This is an optimization exercise on Yosys and OpenROAD, whose aim is small area, a short achievable clock period and few clock cycles per item, not a production implementation.
Only simulation tests tie the RTL to the original design; equivalence was not proved.

oak:
==> flow/design.v (excerpt) <==
module mult_controller #(
    parameter integer WIDTH = 32
)
(
    input logic clk,
    input logic rst_n,
    input logic start,
    input logic signed [WIDTH - 1: 0] multiplicand,
    input logic signed [WIDTH - 1: 0] multiplier,
    output logic signed [2 * WIDTH - 1: 0] product,
    output logic done
);
    logic busy;                   
    logic [1:0] cnt;             
    logic [31:0] pl;              
    logic bprev;                  
    logic [31:0] ph;              
    logic [39:0] q0, q1;          
    wire [31:0] mx = multiplier;
    wire [7:0] mb = busy ? pl[7:0] : mx[7:0];
    wire [8:0] win = {mb, bprev & busy};
    wire [32:0] am = {multiplicand[31], multiplicand};   
    wire [32:0] a2 = {multiplicand, 1'b0};               
    wire [3:0] ng;
    wire [2:0] w0 = win[2:0];
    wire one0 = w0[0] ^ w0[1];
    wire two0 = (w0[2] & ~w0[1] & ~w0[0]) | (~w0[2] & w0[1] & w0[0]);
    assign ng[0] = w0[2];
    wire [32:0] x0 = ((am & {33{one0}}) | (a2 & {33{two0}})) ^ {33{ng[0]}};
    wire [2:0] w1 = win[4:2];
    wire one1 = w1[0] ^ w1[1];
    wire two1 = (w1[2] & ~w1[1] & ~w1[0]) | (~w1[2] & w1[1] & w1[0]);
    assign ng[1] = w1[2];
    wire [32:0] x1 = ((am & {33{one1}}) | (a2 & {33{two1}})) ^ {33{ng[1]}};
    wire [2:0] w2 = win[6:4];
    wire one2 = w2[0] ^ w2[1];
    wire two2 = (w2[2] & ~w2[1] & ~w2[0]) | (~w2[2] & w2[1] & w2[0]);
    assign ng[2] = w2[2];
    wire [32:0] x2 = ((am & {33{one2}}) | (a2 & {33{two2}})) ^ {33{ng[2]}};
    wire [2:0] w3 = win[8:6];
    wire one3 = w3[0] ^ w3[1];
    wire two3 = (w3[2] & ~w3[1] & ~w3[0]) | (~w3[2] & w3[1] & w3[0]);
    assign ng[3] = w3[2];
  ...
export LEC_CHECK = 0
export CAP_MARGIN = 20
export CORE_MARGIN = 2
export CORE_UTILIZATION = 40
export SETUP_SLACK_MARGIN = 1.0
export SLEW_MARGIN = 20
export BUFFER_PORTS_ARGS = -buffer_cell sky130_fd_sc_hd__buf_1
create_clock -name core_clock -period 4.5 [get_ports {clk}]
standard.sh (not shown) runs the stock make flow with config.mk's settings and CLKGATE_MAP_FILE= SYNTH_SCRIPT=/design/flow/synth_recipe.tcl, a recipe that flattens the netlist after the stock synthesis.
==> flow/flow/run.sh <==
#!/bin/bash
# The standard layout, except that the port buffers are plain buffers
# (sky130_fd_sc_hd__buf_1, which timing repair may resize) instead of the
# delay cells buffer_ports picks by default.
set -euo pipefail
echo 'export BUFFER_PORTS_ARGS = -buffer_cell sky130_fd_sc_hd__buf_1' >> config.mk
bash standard.sh > standard.log 2>&1
Looking at the reports, oak completed the entire flow and the layout it produced met the timing, DRC and antenna checks.
Testbench counts of oak, summed over its fixed seeds: cycles 8,008, items 1,600.
Setup changes, oak to pine
# oak
export LEC_CHECK = 0
export CAP_MARGIN = 20
export CORE_MARGIN = 2
export CORE_UTILIZATION = 40
export SETUP_SLACK_MARGIN = 1.0
export SLEW_MARGIN = 20
export BUFFER_PORTS_ARGS = -buffer_cell sky130_fd_sc_hd__buf_1
create_clock -name core_clock -period 4.5 [get_ports {clk}]
# pine
export LEC_CHECK = 0
export CAP_MARGIN = 20
export CORE_MARGIN = 2
export CORE_UTILIZATION = 40
export SETUP_SLACK_MARGIN = 1.0
export SLEW_MARGIN = 20
create_clock -name core_clock -period 4.5 [get_ports {clk}]
==> flow/flow/run.sh <==
#!/bin/bash
# The standard layout, except that the port buffers are plain buffers
# (sky130_fd_sc_hd__buf_1, which timing repair may resize) instead of the
# delay cells buffer_ports picks by default, and timing repair may swap a
# cell for one of another footprint.
set -euo pipefail
bash standard.sh "BUFFER_PORTS_ARGS=-buffer_cell sky130_fd_sc_hd__buf_1" MATCH_CELL_FOOTPRINT=0 finish > standard.log 2>&1
Results
- pine finished all stages; the layout is clean.
- Looking at final non-filler cell total across oak and pine, the one that comes out lower is oak.
- Delta(sequential share of layout area, pine - oak) < 0
- [diff] final critical delay including setup and external delays, pine relative to oak: regression
- In the tables for oak and pine, detailed-route via count reads lower with oak.
- In the reports for oak and pine, the smaller sum of routed wire segments on met1 belongs to pine.
- Re final core utilization: pine is 0.42 points up on oak.
- Side by side, antenna diode count turned out higher in pine than in oak.
Changes in birch relative to pine:
# pine
export LEC_CHECK = 0
export CAP_MARGIN = 20
export CORE_MARGIN = 2
export CORE_UTILIZATION = 40
export SETUP_SLACK_MARGIN = 1.0
export SLEW_MARGIN = 20
create_clock -name core_clock -period 4.5 [get_ports {clk}]
# birch
export LEC_CHECK = 0
export ABC_AREA = 1
export CAP_MARGIN = 20
export CORE_MARGIN = 2
export CORE_UTILIZATION = 40
export SETUP_SLACK_MARGIN = 1.0
export SLEW_MARGIN = 20
export BUFFER_PORTS_ARGS = -buffer_cell sky130_fd_sc_hd__buf_1
create_clock -name core_clock -period 4.5 [get_ports {clk}]
==> flow/flow/run.sh <==
#!/bin/bash
# The standard layout, except that the port buffers are plain buffers
# (sky130_fd_sc_hd__buf_1, which timing repair may resize) instead of the
# delay cells buffer_ports picks by default.
set -euo pipefail
echo 'export BUFFER_PORTS_ARGS = -buffer_cell sky130_fd_sc_hd__buf_1' >> config.mk
bash standard.sh > standard.log 2>&1
[summary]
- Summary of birch over pine: via count of the first global-routing pass now sits lower, post-synthesis cell count saw an increase, biggest fanout along the worst timing path has increased, sum of net half-perimeters after detailed placement level, cell area after synthesis now sits lower.
- Status: post-synthesis adder-cell area fraction parity (birch, pine)
--- input diff birch..maple ---
# birch
export LEC_CHECK = 0
export ABC_AREA = 1
export CAP_MARGIN = 20
export CORE_MARGIN = 2
export CORE_UTILIZATION = 40
export SETUP_SLACK_MARGIN = 1.0
export SLEW_MARGIN = 20
export BUFFER_PORTS_ARGS = -buffer_cell sky130_fd_sc_hd__buf_1
create_clock -name core_clock -period 4.5 [get_ports {clk}]
# maple
export LEC_CHECK = 0
export CAP_MARGIN = 20
export CORE_MARGIN = 2
export CORE_UTILIZATION = 60
export SETUP_SLACK_MARGIN = 1.0
export SLEW_MARGIN = 20
create_clock -name core_clock -period 4.5 [get_ports {clk}]
==> flow/run.sh (new file) <==
#!/bin/bash
# synth_recipe.tcl (not shown) runs the flow's synth.tcl, then flattens the netlist and writes it again
# the make line also repeats each setting of config.mk as NAME=value (left out here)
make -C /OpenROAD-flow-scripts/flow DESIGN_CONFIG=/design/flow/config.mk WORK_HOME=/design/flow/orfs CLKGATE_MAP_FILE= SYNTH_SCRIPT=/design/flow/synth_recipe.tcl finish
removed: flow/flow/run.sh
removed: flow/standard.sh
Results
| instance area after placement | higher: maple |
The adder and majority cell fraction of the synthesized area was comparable across maple and birch.
birch reports its critical path capture point as q0[31]$_DFF_P_ while maple reports q0[23]$_DFF_P_.
[compare] base=birch new=maple: detailed-routing iteration count for the pre-antenna-repair pass moved up, data required time of the worst path held steady, finished layout cell area increased by 14% relative to the old numbers, core utilization increased by 32 points relative to the old numbers.
For clock transition at the register clock pins on the worst setup and hold paths after CTS, birch and maple come out practically identical.
Compared with birch, in maple cell count dropped 7.0%, via count climbed 1,583.
Modified inputs, cedar compared to maple
# maple
export LEC_CHECK = 0
export CAP_MARGIN = 20
export CORE_MARGIN = 2
export CORE_UTILIZATION = 60
export SETUP_SLACK_MARGIN = 1.0
export SLEW_MARGIN = 20
create_clock -name core_clock -period 4.5 [get_ports {clk}]
# cedar
export LEC_CHECK = 0
export CAP_MARGIN = 20
export CORE_MARGIN = 2
export CORE_UTILIZATION = 40
export SETUP_SLACK_MARGIN = 1.5
export SLEW_MARGIN = 20
create_clock -name core_clock -period 4.5 [get_ports {clk}]
==> comparison <==
In cedar relative to maple, floorplan die width had gone up by more than 10%.
Proportion of cell area occupied by registers, cedar and maple, higher one = maple.
Number of multi-input combinational cells in the layout: cedar vs maple up 4
Relative to maple, the quantity of gates resized following cts of cedar is higher by about 230%.
cedar — delay of the slowest cell on the worst path 0.05 ns higher, maple as reference
Sort cedar and maple by design area desc -> top: cedar
Re area of the core region: cedar and maple aren't equal, and the lower value belongs to maple.
Cell count of the worst reg-to-reg path across cedar and maple: no real change.

-- port drivers added, routing unchanged --
The results above use ideal ports. As a check the final layouts listed here were re-extracted and re-timed, cells and wires unchanged.
Step 1: set_driving_cell puts a clkbuf_16 on clk and a buf_2 on each other input, an assumption about the parent block.
Step 2, shift: input delay + t, output delay - t, t = (earliest + latest rising clock arrival at the registers) / 2. This alone moves slack from input paths to output paths.
Slacks: ideal ports / drivers / drivers and shift; pairs: ideal ports / drivers.
| run | shift t [ns] | setup WS [ns] | slew at the worst register clock pin (ns) | cell pins on the clock port's net |
|---|---|---|---|---|
| oak | 0.474 | 1.067 / 1.067 / 0.716 | 0.07 / 0.07 | 1 |
| pine | 0.481 | 1.031 / 1.031 / 0.664 | 0.07 / 0.07 | 1 |
| birch | 0.477 | 1.164 / 1.164 / 0.795 | 0.07 / 0.07 | 1 |
| maple | 0.478 | 0.958 / 0.958 / 0.585 | 0.07 / 0.07 | 1 |
| cedar | 0.481 | 1.089 / 1.089 / 0.619 | 0.07 / 0.07 | 1 |
After both steps setup and hold are still met in every run listed. The setup slack of cedar, which loses most, moves by 0.000 ns with the drivers and by -0.470 ns with both steps.
